Background: an optimization exercise with open tools, aiming at small area, a short achievable clock period and few clock cycles. Do not read the settings as production practice. Function was checked by simulation only, so behaviour that the tests miss may differ from the original.

Design muldiv_unit, start of the top module:
module muldiv_unit (
    input  logic        clk_i,
    input  logic        rst_n_i,
    input  logic        start_i,
    input  logic [31:0] operand_a_i,
    input  logic [31:0] operand_b_i,
    input  logic [2:0]  muldiv_op_i,
    output logic [31:0] result_o,
    output logic        busy_o,
    output logic        done_o
);
Settings: LEC_CHECK=0, ABC_AREA=1, CAP_MARGIN=20, CORE_MARGIN=2, CORE_UTILIZATION=66, CTS_BUF_LIST=sky130_fd_sc_hd__clkbuf_8, CTS_CLUSTER_DIAMETER=80, CTS_CLUSTER_SIZE=40, SLEW_MARGIN=20; clock period 150.0 ns.
standard.sh (not shown) runs the stock make flow with config.mk's settings and CLKGATE_MAP_FILE= SYNTH_SCRIPT=/design/flow/synth_recipe.tcl, a recipe that flattens the netlist after the stock synthesis.
==> flow/flow/run.sh <==
#!/bin/bash
set -euo pipefail
bash standard.sh finish "BUFFER_PORTS_ARGS=-buffer_cell sky130_fd_sc_hd__buf_1" > standard.log 2>&1
The baseline finished clean.
Testbench counts at the start, summed over its fixed seeds: cycles 73,981.
Next try:
- CAP_MARGIN: 20 -> 0
- CTS_CLUSTER_DIAMETER: 80 -> default
- CTS_CLUSTER_SIZE: 40 -> default
- SLEW_MARGIN: 20 -> 0
Effect:
- wire length fell by 0.66%
- area after synthesis stays the same
- worst setup slack loses 0.072 ns
Next try:
- CAP_MARGIN: 0 -> 20
- SLEW_MARGIN: 0 -> 20
What happened: The changed run finished clean; routed wire length goes up slightly; area after synthesis stays the same; final area is about the same; worst hold slack improved by 0.0057 ns; die area does not change; synthesized cell count is unchanged; fmax is about the same; utilization is about the same; sequential share of layout area barely changes; non-clock buffer count rises by 1.


== run 1 ==
The RTL this note starts from:
==> flow/design.v <==
module muldiv_unit (
    input  logic        clk_i,
    input  logic        rst_n_i,
    input  logic        start_i,
    input  logic [31:0] operand_a_i,
    input  logic [31:0] operand_b_i,
    input  logic [2:0]  muldiv_op_i,
    output logic [31:0] result_o,
    output logic        busy_o,
    output logic        done_o
);
    localparam int K  = 4;                  
    localparam int DW = 33 + K;             
    localparam int NC = (32 + K) / K;       
    localparam int CW = 4;                  
    localparam int EW = 3;                  
    function automatic logic [32:0] add33(input logic [32:0] a,
                                          input logic [32:0] b,
                                          input logic        cin);
        logic [32:0] g, p, gg, pp;
        logic [32:0] c;
        g  = a & b;
        p  = a ^ b;
        gg = g;
        pp = p;
        gg[0] = g[0] | (p[0] & cin);
        for (int d = 1; d < 33; d = d * 2)
            for (int i = 2 * d - 1; i < 33; i = i + 2 * d) begin
                gg[i] = gg[i] | (pp[i] & gg[i-d]);
                pp[i] = pp[i] & pp[i-d];
            end
        for (int d = 16; d >= 1; d = d / 2)
            for (int i = 3 * d - 1; i < 33; i = i + 2 * d) begin
                gg[i] = gg[i] | (pp[i] & gg[i-d]);
                pp[i] = pp[i] & pp[i-d];
            end
        c[0] = cin;
        for (int i = 1; i < 33; i++) c[i] = gg[i-1];
        add33 = p ^ c;
    endfunction
    logic          busy_q, done_q, first_q, fix_q, negc_q;
    logic          mul_q, sgn_q, rem_q;
    logic          neg_q, prev_q, rs_q;
    logic [CW-1:0] cnt_q;
    logic [31:0]   x_q;       
    logic [31:0]   y_q;       
    logic [31:0]   z_q;       
    logic        sa, sb, bz, az, nz, pa, pb;
    logic [31:0] am, bm;
    logic [4:0]  ma, mb, la, lb;
    logic signed [5:0] df;
    logic [5:0]  du;
    logic [CW-1:0] c0;
    logic [EW-1:0] e0;
    assign sa    = sgn_q & x_q[31];
    assign sb    = sgn_q & y_q[31];
    assign bz    = (y_q[31:0] == 32'd0);
    assign az    = (x_q == 32'd0);
    assign am = sa ? ~x_q : x_q;
    assign bm = sb ? ~y_q[31:0] : y_q[31:0];
    assign pa = sa && (am != 32'd0) && (((am >> 1) & ~am) == 32'd0);
    assign pb = sb && (bm != 32'd0) && (((bm >> 1) & ~bm) == 32'd0);
    always_comb begin
        ma = 5'd0;
        mb = 5'd0;
        for (int i = 0; i < 32; i++) begin
            if (am[i]) ma = 5'(i);
            if (bm[i]) mb = 5'(i);
        end
    end
    assign la = ma + 5'(pa);
    assign lb = mb + 5'(pb);
    assign df = $signed({1'b0, la}) - $signed({1'b0, lb});
    assign du = {1'b0, df[4:0]} + 6'(sa);
    assign nz = az || df[5];
    always_comb begin
        c0 = CW'(1);
        e0 = EW'(K) - EW'(sa);
        if (bz) begin
            e0 = EW'(K - 1) - EW'(sa);
        end else if (!nz) begin
            c0 = CW'(du / K) + CW'(1);
            e0 = EW'(K - 1) - EW'(du % K);
        end
    end
    logic [CW-1:0] rc;
    logic [DW-1:0] dv;
    assign rc = first_q ? c0 : cnt_q;
    always_comb begin
        dv = '0;
        for (int c = 1; c <= NC; c++)
            if (rc == CW'(c))
                dv = DW'($signed({sb, y_q})) << (c * K - 1);
    end
    logic [32:0]   s   [0:K];
    logic [K-1:0]  qb;
    logic [2*K:0]  ybits;
    assign ybits = {y_q[2*K-1:0], prev_q};
    always_comb begin
        logic [31:0] xs;
        logic [32:0] dj, ab;
        logic        one, two, inv, skip;
        if ((first_q && (mul_q || sa)) || negc_q) s[0] = 33'd0;
        else if (mul_q)                           s[0] = {1'b0, z_q};
        else                                      s[0] = {rs_q & ~first_q, x_q};
        for (int j = 0; j < K; j++) begin
            xs   = x_q << (2 * j);
            dj   = 33'($signed(dv) >>> j);
            skip = (first_q && EW'(j) >= EW'(sa) && EW'(j) < e0 + EW'(sa)) ||
                   (negc_q && j > 0) || (fix_q && j < K - 1);
            one  = 1'b0;
            two  = 1'b0;
            if (j == 0 && !mul_q && ((first_q && sa) || negc_q)) begin
                one = 1'b1;
                inv = (sa & ~nz) | negc_q;
                ab  = {sa, x_q};
            end else if (mul_q) begin
                one = ybits[2*j+1] ^ ybits[2*j];
                two = (ybits[2*j+2] & ~ybits[2*j+1] & ~ybits[2*j]) |
                      (~ybits[2*j+2] & ybits[2*j+1] & ybits[2*j]);
                inv = ybits[2*j+2];
                ab  = {1'b0, ({32{one}} & xs) | ({32{two}} & (xs << 1))};
            end else begin
                inv = ~skip & ~(s[j][32] ^ sb);
                ab  = {33{~skip}} & dj;
            end
            s[j+1]    = add33(s[j], ab ^ {33{inv}}, inv);
            qb[K-1-j] = ~skip & ~s[j+1][32] & ~(j == 0 && first_q && sa);
        end
    end
    logic [31:0] qn, sel;
    logic        last, fin, mterm, negn, rfix;
    logic [31:0] ynext;
    assign qn    = (z_q << K) | 32'(qb);
    assign sel   = rem_q ? s[K][31:0] : qn;
    assign negn  = first_q ? (sgn_q & ~nz & (rem_q ? sa : (sa ^ sb))) | (bz & ~rem_q)
                           : neg_q;
    assign last  = (rc == CW'(1));
    assign fin   = fix_q | last;
    assign rfix  = rem_q & ~fix_q & s[K][32] & ~(first_q & nz);
    assign ynext = $signed(y_q[31:0]) >>> (2 * K);
    assign mterm = (ynext == {32{y_q[2*K-1]}});
    logic idle_q, ld_q;
    logic idle_d, busy_d, done_d, first_d, fix_d, negc_d;
    always_comb begin
        idle_d  = idle_q;
        busy_d  = busy_q;
        done_d  = done_q;
        first_d = first_q;
        fix_d   = fix_q;
        negc_d  = negc_q;
        if (idle_q) begin
            if (start_i) begin
                idle_d  = 1'b0;
                busy_d  = (muldiv_op_i <= 3'd4);
                done_d  = (muldiv_op_i >  3'd4);
                first_d = 1'b1;
            end
        end else if (!ld_q) begin
            first_d = 1'b0;
            if (negc_q) begin
                negc_d = 1'b0;
                busy_d = 1'b0;
                done_d = 1'b1;
            end else if (mul_q) begin
                if (mterm) begin
                    busy_d = 1'b0;
                    done_d = 1'b1;
                end
            end else if (fin) begin
                fix_d = rfix;
                if (!rfix) begin
                    if (negn) negc_d = 1'b1;
                    else begin
                        busy_d = 1'b0;
                        done_d = 1'b1;
                    end
                end
            end
        end else begin
            done_d = 1'b0;
            idle_d = 1'b1;
        end
    end
    always_ff @(posedge clk_i or negedge rst_n_i) begin
        if (!rst_n_i) begin
            idle_q  <= 1'b1;
            ld_q    <= 1'b1;
            busy_q  <= 1'b0;
            done_q  <= 1'b0;
            first_q <= 1'b0;
            fix_q   <= 1'b0;
            negc_q  <= 1'b0;
        end else begin
            idle_q  <= idle_d;
            ld_q    <= !busy_d;
            busy_q  <= busy_d;
            done_q  <= done_d;
            first_q <= first_d;
            fix_q   <= fix_d;
            negc_q  <= negc_d;
        end
    end
    always_ff @(posedge clk_i) begin
        if (ld_q) begin
            x_q <= operand_a_i;
            y_q <= operand_b_i;
            z_q <= 32'd0;
        end else if (mul_q) begin
            x_q <= x_q << (2 * K);
            y_q <= ynext;
            z_q <= s[K][31:0];
        end else begin
            x_q <= (fin && !rfix && negn && !rem_q) ? qn : s[K][31:0];
            if (negc_q || (fin && !rfix && !negn && rem_q))
                z_q <= s[K][31:0];
            else
                z_q <= qn;
        end
    end
    always_ff @(posedge clk_i) begin
        if (ld_q) begin
            prev_q <= 1'b0;
            rs_q   <= 1'b0;
            mul_q  <= (muldiv_op_i == 3'd0);
            sgn_q  <= (muldiv_op_i == 3'd1) || (muldiv_op_i == 3'd3);
            rem_q  <= (muldiv_op_i == 3'd3) || (muldiv_op_i == 3'd4);
        end else begin
            prev_q <= y_q[2*K-1];
            rs_q   <= s[K][32] | (fin & rfix);
            neg_q  <= negn;
            cnt_q  <= (fin && rfix) ? CW'(1) : (rc - CW'(1));
        end
    end
    assign busy_o   = busy_q;
    assign done_o   = done_q;
    assign result_o = z_q;
endmodule
Settings: LEC_CHECK=0, ABC_AREA=1, CAP_MARGIN=20, CORE_MARGIN=2, CORE_UTILIZATION=60, CTS_BUF_LIST=sky130_fd_sc_hd__clkbuf_8, SLEW_MARGIN=20; clock period 150.0 ns.
Scripts as last shown in full above: flow/flow/run.sh
Testbench counts of run 1, summed over its fixed seeds: cycles 73,970.
Modified inputs, run 2 compared to run 1
Settings: CTS_BUF_LIST changed from sky130_fd_sc_hd__clkbuf_8 to sky130_fd_sc_hd__clkbuf_4 sky130_fd_sc_hd__clkbuf_8; CORE_UTILIZATION changed from 60 to 50.
Findings:
Final cell count (higher): run 2. Part of the cycle the worst path needs delta (run 2 -> run 1): insignificant. Comparing run 1 against run 2, there is no change at all in number of pins exceeding their max-slew limit in the final report. Run 2 ended up with met4 as its highest metal layer with signal wires; run 1 ended up with met5.
## Diff of input files: run 3 against run 2
Settings: changing CORE_UTILIZATION from 50 to 66; changing CTS_BUF_LIST from sky130_fd_sc_hd__clkbuf_4 sky130_fd_sc_hd__clkbuf_8 to sky130_fd_sc_hd__clkbuf_8.
Findings:
Ratio of final minimum period to clock period: run 2 vs run 3, no meaningful difference. The met3 layer usage reported by global route in run 3 was higher than what run 2 gave. When run 3 is set beside run 2, its pin count of the biggest net entering global routing turns out to be 5 larger. Against run 2, final worst setup slack in run 3 came out better. As far as critical path depth is concerned, run 3 and run 2 perform about the same. In terms of upper clock frequency limit, run 2 and run 3 differ only marginally. From run 3 to run 2, area share of fa/ha/maj cells after synthesis did not move at all. Highest routed metal layer: met4 -> run 2, met5 -> run 3. [compare] base=run 2 new=run 3: placeable core region went down by 0.0095 mm², first-pass GRT wire length now smaller.

re-timing with driven ports:
The results above use ideal ports. As a check the final layouts listed here were re-extracted and re-timed, cells and wires unchanged. Step 1, drivers: a clkbuf_16 drives clk_i and a buf_2 each remaining input, both assumed. Step 2 moves the port delays by t, midway between the first and last clock arrival at a register: inputs arrive t later, outputs are due t later. That takes back most of the time a late clock gives input paths. Three values: no drivers, after step 1, after step 2; two values: the first two.
run | shift t [ns] | slack for setup (ns) | latest minus earliest clock arrival (ns) | worst data-port slew with drivers (ns) | cell pins on the clock port's net
the first run of note 1 | 0.519 | 118.864 / 118.816 / 119.034 | 0.025 / 0.026 | 0.09 | 1
the second run of note 1 | 0.531 | 118.792 / 118.740 / 119.058 | 0.026 / 0.026 | 0.12 | 1
the third run of note 1 | 0.519 | 118.864 / 118.816 / 119.034 | 0.025 / 0.026 | 0.09 | 1
run 1 | 0.555 | 118.870 / 118.818 / 119.190 | 0.022 / 0.022 | 0.04 | 1
run 2 | 0.579 | 118.850 / 118.794 / 119.174 | 0.017 / 0.017 | 0.05 | 1
run 3 | 0.542 | 118.881 / 118.828 / 119.182 | 0.016 / 0.017 | 0.04 | 1
After both steps setup and hold are still met in every run listed.
